Source: an optimization exercise on an open RTL-to-GDS flow (aim: small area). Production flows keep margins and buffers that such runs may drop. Function was checked by simulation only, so behaviour that the tests miss may differ from the original.

==> flow/design.v, too long to show whole: its modules and the start of the top module <==
// module pipelined_cordic: 750 lines
// module fa1: 4 lines
// module ha1: 4 lines
module pipelined_cordic(
    input Clk, Rst,
    input signed [15:0] x_in, y_in,
    output signed [15:0] magnitude,
    output signed [15:0] angle
);
  // ...
==> flow/flow/run.sh <==
#!/bin/bash
# Standard layout; the port buffers use the smallest buffer cell and the
# clock tree is built without dummy loads.
set -euo pipefail
export BUFFER_PORTS_ARGS="-buffer_cell sky130_fd_sc_hd__buf_1"
export CTS_ARGS="-sink_clustering_enable -repair_clock_nets -sink_clustering_size 16 -sink_clustering_max_diameter 80 -buf_list sky130_fd_sc_hd__clkbuf_8 -dont_use_dummy_load"
bash standard.sh > standard.log 2>&1
==> flow/standard.sh <==
#!/bin/bash
# synth_recipe.tcl (not shown) runs the flow's synth.tcl, then flattens the netlist and writes it again
# the make line also repeats each setting of config.mk as NAME=value (left out here)
make -C /OpenROAD-flow-scripts/flow DESIGN_CONFIG=/design/flow/config.mk WORK_HOME=/design/flow/orfs CLKGATE_MAP_FILE= SYNTH_SCRIPT=/design/flow/synth_recipe.tcl "${@:-finish}"
==> flow/config.mk <==
export PLATFORM = sky130hd
export DESIGN_NAME = pipelined_cordic
export DESIGN_NICKNAME = pipelined_cordic
export VERILOG_FILES = /design/flow/design.v
export SDC_FILE = /design/flow/constraint.sdc
export NUM_CORES = 4
export LEC_CHECK = 0
export CAP_MARGIN = 20
export CORE_MARGIN = 2
export CORE_UTILIZATION = 40
export CTS_BUF_LIST = sky130_fd_sc_hd__clkbuf_8
export CTS_CLUSTER_DIAMETER = 80
export CTS_CLUSTER_SIZE = 16
export PLACE_DENSITY = 0.6
export SLEW_MARGIN = 20
export SYNTH_HIERARCHICAL = 1
export SYNTH_MINIMUM_KEEP_SIZE = 0
==> flow/constraint.sdc <==
create_clock -name core_clock -period 4.5 [get_ports {Clk}]
set_input_delay 0.9000 -clock core_clock [delete_from_list [all_inputs] [get_ports {Clk}]]
set_output_delay 0.9000 -clock core_clock [all_outputs]
set_load 0.01 [all_outputs]
==> impl_metrics.yaml, run 1 <==
sta:
  rsz0062_at_grt: "false"
  fin_crit_sh: 0.9654
cts:
  htree_levels: 2
  cts-root-buf: "clkbuf_8"
detailed_routing:
  wl_met1_um: 11960
  route.detailed.drc: 0
job:
  drv_cap: 0
setup_path:
  cp_common_cell: "fa_1"
  cp.buffers_inverters: 1
  cp_slowest_cell: "fa_1"
  cp_max_fo: 4
yosys:
  synthXorXnorAreaFrac: 0.1312
  synth-compound-area-share: 0.01568
  syn_area_mm2: 0.02123
  synth-main-ff-cell: "dfxtp_1"
  netlist.area_leader.share: 0.4950
status:
  status: "complete, no violations"
finish:
  multi_input_area_share: 0.4129
  fin_util: 0.4353
  fillers: 4779
  stdcell_count: 2292
  clkbuf_count: 41
place:
  dp.cells: 2250
  dp_slack_ns: -0.05471
floorplanning:
  core.rowCount: 84
  fp.coreArea_mm2: 0.05255
  io-pin-count: 66
  taps: 688
global_route:
  grt_max_degree: 50
==> run 2: changes to the inputs <==
==> flow/run.sh (new file) <==
#!/bin/bash
# synth_recipe.tcl (not shown) runs the flow's synth.tcl, then flattens the netlist and writes it again
# the make line also repeats each setting of config.mk as NAME=value (left out here)
make -C /OpenROAD-flow-scripts/flow DESIGN_CONFIG=/design/flow/config.mk WORK_HOME=/design/flow/orfs CLKGATE_MAP_FILE= SYNTH_SCRIPT=/design/flow/synth_recipe.tcl finish
removed: flow/flow/run.sh
removed: flow/standard.sh
==> impl_metrics.yaml, run 2 <==
status:
  status: "complete, no violations"
floorplanning:
  die_h_um: 234.4
  core.rowCount: 84
  die_x_um: 234.4
  fp.coreArea_mm2: 0.05255
  io-pin-count: 66
  die_area_mm2: 0.05494
  initial_core_util: 0.4040
finish:
  insertedDiodeCount: 0
  area_delta_synth_final_pct: 10.07
  largestRegisters: "ang_r: 16 flops, y0: 16 flops, y1: 16 flops"
  fin_util: 0.4447
  final_nets: 1939
  stdcell_count: 2304
  final_common_cell: "dfxtp_1"
  final_cell_mix: "dfxtp_1, xnor2_1, fa_1, xor2_1, ha_1"
  drive_gt1_frac: 0.05198
sta:
  whs_ns: 0.3167
  fin_crit_ns: 4.323
  fin_crit_sh: 0.9606
  maxSlewHeadroom: 0.4997
  worst_pin_slew_ns: 0.7494
  finalSetupViolCount: 0
  rsz0062_at_grt: "true"
  fin_setup_tns_ns: 0
  fmax_mhz: 231.3
  drv_slew: 0
  finClkSkew_ns: 0.03869
  hold_viol_final: 0
detailed_routing:
  route.detailed.wl_per_inst_um: 12.85
  vias: 9982
  route.detailed.drc: 0
  drt_iter0_drc: 270
  viasPerCell: 4.332
  wirelength_um: 29610
  first_pass_iters: 4
  drtAntennaViolNets: 0
setup_path:
  required_ns: 5.03
  start_kind: "register"
  crit_arrival_ns: 4.85
  end_kind: "register"
  cp_max_fo: 4
  criticalPathCategory: "reg2reg"
cts:
  tritoncts: "done"
  htree_levels: 2
  clock_path_buffers: 3
  clk_latency_ns: 0.62
  cts-root-buf: "clkbuf_8"
  cts_made_buffers: 41
  cts.clk_slew.worst_paths_ns: 0.11
  cts_setup_buffers: 0
  clock_sinks: 561
yosys:
  async_flop_share: 0.06417
  yosys_warnings: 7
  netlist.area_leader.share: 0.4950
  syn_area_per_cell_um2: 13.97
  synth-main-ff-cell: "dfxtp_1"
  synth_seq_area_share: 0.5375
  synthCells: 1520
  synth_most_common_cell: "dfxtp_1"
  netlist_top_cells_area: "dfxtp_1, fa_1, xnor2_1"
  ys_types: 55
  yosys.area.top_type: "dfxtp_1"
  synth_edf_count: 0
  synthTopCellsByCount: "dfxtp_1, fa_1, xnor2_1"
  syn_area_mm2: 0.02123
  ys_ff_latch: 561
job:
  drv_cap: 0
global_route:
  grt_pass1_vias: 10830
  antenna_found_initial: 0
  overflow: 0
  grt_max_degree: 50
  track_usage: 0.1172
  grt_pass1_wl_um: 51760
place:
  io_buffers: 63
  dp.cells: 2252
  hpwl_um: 23080
  gp_congestion: 0.7580
worst_hold_path:
  hp-class: "reg2reg"
==> run 2: changes by cell type in the layout (fill, tap and decap cells not counted), sizes merged <==
| cell | delta |
|---|---|
| clkinvlp | +1 |
| clkbuf | +3 |
| buf | -62 |
| inv | +5 |
| clkinv | +2 |
| clkdlybuf4s50 | +63 |
==> run 2: final cells by class <==
cell class	instances	area, µm²
repair buffers	81	765.7
multi-input cells	862	9440
clock inverters	8	58.81
well taps	688	860.8
clock buffers	44	605.6
flip-flops and latches	561	11410
inverters	60	225.2
fillers	4801	29180
==> run 2: per-layer routing <==
| metal | global-route usage | vias to the layer above | wire (µm) |
|---|---|---|---|
| met3 | 0.02091 | 55 | 902 |
| met2 | 0.2226 | 107 | 15790 |
| li1 | - | 4959 | - |
| met1 | 0.1304 | 4861 | 12100 |
| met4 | 0.04108 | 0 | 819 |
| met5 | 0 | - | 0 |
==> run 2: modules after synthesis (local to each module, per instance) <==
module,cells,copies in the design
fa1,1,200
ha1,1,51
pipelined_cordic,1269,1
==> run 2: cells by family after synthesis <==
kind of cell	share of synthesized area
AO/OA/AOI/OAI	0.01568
XOR/XNOR	0.1312
adder cells (fa/ha/maj)	0.2489
buffers and inverters	0.01880
flip-flops	0.5375
multiplexers	0.002947
other	0.0001766
AND/OR/NAND/NOR	0.04485
==> run 2: final timing paths <==
kind	startpoint	end	slack (ns)	cells past startpoint
min in group asynchronous	Rst	ang_r[1]$_DFF_PP0_	0.67	3
min	d12[2]$_DFF_P_	d13[2]$_DFF_P_	0.32	0
max in group asynchronous	Rst	ang_r[4]$_DFF_PP0_	3.52	3
min reg2reg	d12[2]$_DFF_P_	d13[2]$_DFF_P_	0.32	0
max reg2reg	s15$_DFF_P_	mag_r[14]$_DFF_PP0_	0.18	16
max	s15$_DFF_P_	mag_r[14]$_DFF_PP0_	0.18	16
==> run 2: stage by stage <==
| stage | setup slack (ns) | area (µm²) |
|---|---|---|
| after floorplan | 0.02085 | 21250 |
| after global placement | 0.0006204 | 22690 |
| after detailed placement | -0.01481 | 22690 |
| after CTS | 0.02826 | 23350 |
| after global routing | -0.01494 | 23370 |
| final | 0.1773 | 23370 |
==> run 2: critical path: stages (launching register included) <==
cell and delay (ns):
dfxtp_2 0.33, inv_1 0.04, fa_1 0.49, inv_1 0.05, fa_1 0.45, ha_2 0.19
fa_1 0.49, fa_2 0.36, fa_2 0.38, fa_2 0.33, ha_1 0.19, ha_1 0.18
and4_1 0.17, and3_4 0.20, nand4_1 0.14, xnor2_1 0.07, and2_1 0.15
==> run 2: what timing repair did <==
item / 4_1_cts / 5_1_grt
cloned: 0 / 0
resized for setup: 1 / 6
setup endpoints to repair: 1 / 8
pin swaps: 0 / 5
hold buffers: 0 / 0
hold endpoints to repair: 0 / 0

what the ideal ports hide:
The results above use ideal ports. As a check the final layouts listed here were re-extracted and re-timed, cells and wires unchanged. Step 1 (the two cells are an assumption about what drives the block):
set clk [get_ports {Clk}]
set_driving_cell -lib_cell sky130_fd_sc_hd__clkbuf_16 $clk
set_driving_cell -lib_cell sky130_fd_sc_hd__buf_2 [delete_from_list [all_inputs] $clk]
Step 2 moves the port delays by t, midway between the first and last clock arrival at a register: inputs arrive t later, outputs are due t later. That takes back most of the time a late clock gives input paths. Three values: ideal, step 1, step 2; two values: the first two.
| run | t, ns | slack for setup (ns) | worst register clock-pin slew, ns |
|---|---|---|---|
| run 1 | 0.626 | 0.156 / 0.156 / 0.156 | 0.10 / 0.10 |
| run 2 | 0.653 | 0.177 / 0.177 / 0.177 | 0.11 / 0.11 |
After both steps every run listed still meets setup and hold.
